This is an optimization exercise on Yosys and OpenROAD, whose aim is a short achievable clock period, not a production implementation. At most, simulation tests tie the RTL to the original design; equivalence was not proved. The clock input has no modelled driver; a real chip could not lean on it and would need a root buffer or a full tree. No activity file was given, so power comes from the tool's default toggle rates.

job 5289:
Design Fifo, start of the top module:
module Fifo
(
input clk,rst, wr_en, rd_en,
input           [7:0] buf_in,
output reg      [7:0] buf_out,
output          [7:0] fifo_counter,
output          buf_empty,
output reg      buf_full
);
Size: ~30 I/O pins, roughly 27000 um2 of cells after synthesis.
Settings: LEC_CHECK=0, ABC_CLOCK_PERIOD_IN_PS=1000, CAP_MARGIN=20, CORE_MARGIN=2, CORE_UTILIZATION=70, SETUP_SLACK_MARGIN=2.35, SLEW_MARGIN=20, TNS_END_PERCENT=100; clock period 4.0 ns.
standard.sh (not shown) runs the stock make flow with config.mk's settings and CLKGATE_MAP_FILE= SYNTH_SCRIPT=/design/flow/synth_recipe.tcl, a recipe that flattens the netlist after the stock synthesis.
==> flow/flow/run.sh <==
#!/bin/bash
# The standard layout (standard.sh), except that:
# - the clock tree is built by flow/mycts.tcl (hooked in through ORFS's
#   PRE_CTS_TCL): the clock port drives MY_CTS_COLS roots, each driving
#   MY_CTS_ROWS leaves, each driving an equal group of nearby flip-flops;
#   before that, with MY_MOVE_OUTPUT_FLOPS=1, the flip-flops that drive the
#   outputs are moved next to their output buffers (flow/outflops.tcl);
# - the port buffers that ORFS adds to every input and output are
#   buf_6 instead of the smallest buffer;
# - timing repair may resize a cell to one of another footprint
#   (MATCH_CELL_FOOTPRINT=0; the platform sets 1).
# Everything standard.sh runs logs to standard.log and ORFS's own logs.
set -euo pipefail
export PRE_CTS_TCL=$PWD/flow/pre_cts.tcl
export MY_CTS_COLS=4
export MY_CTS_ROWS=8
export MY_CTS_ROOT_CELL=sky130_fd_sc_hd__buf_16
export MY_CTS_LEAF_CELL=sky130_fd_sc_hd__clkbuf_16
export MY_MOVE_OUTPUT_FLOPS=1
export BUFFER_PORTS_ARGS="-buffer_cell sky130_fd_sc_hd__buf_6"
bash standard.sh MATCH_CELL_FOOTPRINT=0 finish > standard.log 2>&1
Other scripts of this flow, unchanged in this note and not shown: flow/flow/mycts.tcl, flow/flow/outflops.tcl, flow/flow/pre_cts.tcl
No stage failed in job 5289, and the final checks on the layout all came back clean.
The following lists how job 6260 was set up differently from job 5289:
# job 5289
export LEC_CHECK = 0
export ABC_CLOCK_PERIOD_IN_PS = 1000
export CAP_MARGIN = 20
export CORE_MARGIN = 2
export CORE_UTILIZATION = 70
export SETUP_SLACK_MARGIN = 2.35
export SLEW_MARGIN = 20
export TNS_END_PERCENT = 100
create_clock -name core_clock -period 4.0 [get_ports {clk}]
# job 6260
export LEC_CHECK = 0
export ABC_CLOCK_PERIOD_IN_PS = 1000
export CAP_MARGIN = 20
export CORE_MARGIN = 2
export CORE_UTILIZATION = 60
export SETUP_SLACK_MARGIN = 2.35
export SLEW_MARGIN = 20
export TNS_END_PERCENT = 100
create_clock -name core_clock -period 4.0 [get_ports {clk}]
[summary]
- Job 6260 vs. job 5289: flip-flop and latch count level, power level, met1 global-route usage moved down, design area moved up, cell count moved up.
- On netlist area before placement, job 5289 tracks job 6260 almost exactly.
- Looking at area of placed instances, job 6260 sits 110 um2 higher than job 5289 does.
diff inputs: job 6260 => job 3960
# job 6260
export LEC_CHECK = 0
export ABC_CLOCK_PERIOD_IN_PS = 1000
export CAP_MARGIN = 20
export CORE_MARGIN = 2
export CORE_UTILIZATION = 60
export SETUP_SLACK_MARGIN = 2.35
export SLEW_MARGIN = 20
export TNS_END_PERCENT = 100
create_clock -name core_clock -period 4.0 [get_ports {clk}]
# job 3960
export LEC_CHECK = 0
export ABC_CLOCK_PERIOD_IN_PS = 1000
export CAP_MARGIN = 20
export CORE_MARGIN = 2
export CORE_UTILIZATION = 65
export SETUP_SLACK_MARGIN = 2.35
export SLEW_MARGIN = 20
export TNS_END_PERCENT = 100
create_clock -name core_clock -period 4.0 [get_ports {clk}]
--- outcome ---
Job 3960 finished every stage and its layout cleared the timing, DRC and antenna checks. Job 3960 against job 6260: slew of the pin with the lowest slew margin lost 0.28 ns, met3 wirelength from detailed routing lost about 11%, signed area change from the synthesized netlist to the final layout lost 0.50 points. From job 6260 to job 3960, adder-cell share of the synthesized area did not move at all. Final period demand of the worst path (job 3960 over job 6260): decrease, 0.070 ns. Wire: job 3960 routes less than job 6260. Job 3960 vs job 6260: total power draw down in job 3960. Between job 6260 and job 3960, first-pass GRT wire length decreased. In the tables for job 3960 and job 6260, area of the multi-input gates reads higher with job 6260.
No functional check of the RTL was part of any run of this note. In every run of this note, the design's own scripts or RTL, not TritonCTS, make the clock network.

## alpha
Another version of the RTL of Fifo (not shown whole).
Size: roughly 1600 cells after synthesis, ~30 I/O pins, about 25000 um2 of cells after synthesis.
export LEC_CHECK = 0
export ABC_CLOCK_PERIOD_IN_PS = 400
export CAP_MARGIN = 20
export CORE_MARGIN = 2
export CORE_UTILIZATION = 65
export SETUP_SLACK_MARGIN = 2.7
export SLEW_MARGIN = 20
export TNS_END_PERCENT = 5
create_clock -name core_clock -period 4.0 [get_ports {clk}]
==> flow/flow/run.sh <==
#!/bin/bash
# The standard layout (standard.sh), except that:
# - the clock tree is built by flow/mycts.tcl (hooked in through ORFS's
#   PRE_CTS_TCL): the clock port drives MY_CTS_COLS roots, each driving
#   MY_CTS_ROWS leaves, each driving an equal group of nearby flip-flops;
# - the port buffers that ORFS adds to every input and output are
#   buf_6 instead of the smallest buffer;
# - timing repair may resize a cell to one of another footprint
#   (MATCH_CELL_FOOTPRINT=0; the platform sets 1).
# Everything standard.sh runs logs to standard.log and ORFS's own logs.
set -euo pipefail
export PRE_CTS_TCL=$PWD/flow/pre_cts.tcl
export MY_CTS_COLS=4
export MY_CTS_ROWS=8
export MY_CTS_ROOT_CELL=sky130_fd_sc_hd__buf_16
export MY_CTS_LEAF_CELL=sky130_fd_sc_hd__clkbuf_16
export BUFFER_PORTS_ARGS="-buffer_cell sky130_fd_sc_hd__buf_6"
bash standard.sh MATCH_CELL_FOOTPRINT=0 finish > standard.log 2>&1
==> flow/flow/mycts.tcl <==
proc my_clock_tree {ncol nrow} {
  set block [ord::get_db_block]
  set db [ord::get_db]
  set rcell sky130_fd_sc_hd__clkbuf_16
  set lcell sky130_fd_sc_hd__clkbuf_16
  if {[info exists ::env(MY_CTS_ROOT_CELL)]} { set rcell $::env(MY_CTS_ROOT_CELL) }
  if {[info exists ::env(MY_CTS_LEAF_CELL)]} { set lcell $::env(MY_CTS_LEAF_CELL) }
  set rmaster [$db findMaster $rcell]
  set lmaster [$db findMaster $lcell]
  set clk [$block findNet clk]
  set sinks {}
  foreach it [$clk getITerms] {
    set inst [$it getInst]
    set bb [$inst getBBox]
    set x [expr {([$bb xMin] + [$bb xMax]) / 2}]
    set y [expr {([$bb yMin] + [$bb yMax]) / 2}]
    lappend sinks [list $x $y $it]
  }
  set n [llength $sinks]
  # columns by x, equal counts
  set sx [lsort -integer -index 0 $sinks]
  set per_col [expr {($n + $ncol - 1) / $ncol}]
  set root_i 0
  set leaf_i 0
  for {set c 0} {$c < $ncol} {incr c} {
    set col [lrange $sx [expr {$c * $per_col}] [expr {($c + 1) * $per_col - 1}]]
    if {[llength $col] == 0} continue
    set rnet [odb::dbNet_create $block "clknet_root_$c"]
    $rnet setSigType CLOCK
    set rinst [odb::dbInst_create $block $rmaster "clkbuf_root_$c"]
    [$rinst findITerm A] connect $clk
    [$rinst findITerm X] connect $rnet
    set sy [lsort -integer -index 1 $col]
    set m [llength $sy]
    set per_row [expr {($m + $nrow - 1) / $nrow}]
    set lx 0; set ly 0; set nl 0
    for {set r 0} {$r < $nrow} {incr r} {
      set grp [lrange $sy [expr {$r * $per_row}] [expr {($r + 1) * $per_row - 1}]]
      if {[llength $grp] == 0} continue
      set lnet [odb::dbNet_create $block "clknet_leaf_${c}_$r"]
      $lnet setSigType CLOCK
      set linst [odb::dbInst_create $block $lmaster "clkbuf_leaf_${c}_$r"]
      [$linst findITerm A] connect $rnet
      [$linst findITerm X] connect $lnet
      set gx 0; set gy 0
      foreach s $grp {
        lassign $s x y it
        $it disconnect
        $it connect $lnet
        set gx [expr {$gx + $x}]; set gy [expr {$gy + $y}]
      }
      set gx [expr {$gx / [llength $grp]}]
      set gy [expr {$gy / [llength $grp]}]
      $linst setLocation $gx $gy
      $linst setPlacementStatus PLACED
      set lx [expr {$lx + $gx}]; set ly [expr {$ly + $gy}]; incr nl
    }
    $rinst setLocation [expr {$lx / $nl}] [expr {$ly / $nl}]
    $rinst setPlacementStatus PLACED
  }
  $clk setSigType CLOCK
  puts "my_clock_tree: $n sinks, $ncol roots, $ncol x $nrow leaves"
}
Other scripts of this flow, unchanged in this note and not shown: flow/flow/pre_cts.tcl
diff inputs: alpha => beta
==> flow/flow/run.sh <==
#!/bin/bash
# The standard layout (standard.sh), except that the clock tree is built
# by flow/mycts.tcl (hooked in through ORFS's PRE_CTS_TCL): the clock port
# drives MY_CTS_COLS clkbuf_16 roots, each driving MY_CTS_ROWS clkbuf_16
# leaves, each driving an equal group of nearby flip-flops.
set -euo pipefail
export PRE_CTS_TCL=$PWD/flow/pre_cts.tcl
export MY_CTS_COLS=4
export MY_CTS_ROWS=8
bash standard.sh > standard.log 2>&1
--- a/flow/flow/mycts.tcl
+++ b/flow/flow/mycts.tcl
@@ -4,6 +4 @@
-  set rcell sky130_fd_sc_hd__clkbuf_16
-  set lcell sky130_fd_sc_hd__clkbuf_16
-  if {[info exists ::env(MY_CTS_ROOT_CELL)]} { set rcell $::env(MY_CTS_ROOT_CELL) }
-  if {[info exists ::env(MY_CTS_LEAF_CELL)]} { set lcell $::env(MY_CTS_LEAF_CELL) }
-  set rmaster [$db findMaster $rcell]
-  set lmaster [$db findMaster $lcell]
+  set master [$db findMaster sky130_fd_sc_hd__clkbuf_16]
@@ -30 +25 @@
-    set rinst [odb::dbInst_create $block $rmaster "clkbuf_root_$c"]
+    set rinst [odb::dbInst_create $block $master "clkbuf_root_$c"]
@@ -42 +37 @@
-      set linst [odb::dbInst_create $block $lmaster "clkbuf_leaf_${c}_$r"]
+      set linst [odb::dbInst_create $block $master "clkbuf_leaf_${c}_$r"]
--- a/flow/config.mk
+++ b/flow/config.mk
@@ -8 +8 @@
-export ABC_CLOCK_PERIOD_IN_PS = 400
+export ABC_CLOCK_PERIOD_IN_PS = 1000
[summary]
- beta against alpha: final layout net count has decreased; flip-flop and latch count barely changed; cell area reported after detailed placement neither gained nor lost much; vertical extent of the die essentially unchanged.
- Wire length (higher): alpha
- The number of pins exceeding their max-slew limit in the final report was comparable across alpha and beta.
- [compare] base=alpha new=beta: final-report setup violation count did not really move, overall global routing resource usage did not really move, share of post-route cells with drive strength above 1 went down, power consumption went down.
- First-iteration DRC count (alpha / beta): 1.3
#### Input delta (gamma over beta)
--- a/flow/config.mk
+++ b/flow/config.mk
@@ -14 +14 @@
-export TNS_END_PERCENT = 5
+export TNS_END_PERCENT = 30
## What came out
gamma ended with more final cell count than beta. Compared with beta, wire length in gamma increased by more than a quarter. Going from beta to gamma, the minimum clock period after layout was found to have gone up by 0.040 ns. [compare] base=beta new=gamma: post-detailed-route wirelength per cell shows an increase of 3.6 um; biggest fanout along the worst timing path now larger; sequential fraction of design power -6.7 points.
No run of this note takes its clock network from TritonCTS; it comes from the design's own scripts or RTL.

[separate check: timing with driven ports]
The results above use ideal ports. As a check the final layouts listed here were re-extracted and re-timed, cells and wires unchanged.
Step 1 sets driving cells, clkbuf_16 on the clock port and buf_2 on the other inputs (assumed; they add their load-dependent delay and slew).
Step 2 times the ports against the registers' clock, not the clock port: input delays grow and output delays shrink by t, the midpoint of the rising clock arrivals with the driver on.
Slacks: no drivers / after step 1 / after step 2; pairs: no drivers / after step 1.
run | shift t [ns] | setup WS [ns] | hold WS [ns] | pins driven straight from the clock port
job 5289 | 0.446 | 2.301 / 2.223 / 1.802 | 0.477 / 0.472 / 0.477 | 4
job 6260 | 0.443 | 2.268 / 2.245 / 1.868 | 0.475 / 0.408 / 0.475 | 4
job 3960 | 0.448 | 2.338 / 2.222 / 1.922 | 0.474 / 0.389 / 0.484 | 4
alpha | 0.442 | 2.143 / 2.143 / 1.816 | 0.512 / 0.483 / 0.512 | 4
beta | 0.440 | 2.268 / 2.180 / 1.921 | 0.536 / 0.536 / 0.536 | 4
gamma | 0.452 | 2.228 / 2.134 / 1.895 | 0.430 / 0.365 / 0.533 | 4
After both steps every run listed still meets setup and hold. The setup slack of job 5289, which loses most, moves by -0.078 ns with the drivers and by -0.499 ns with both steps.
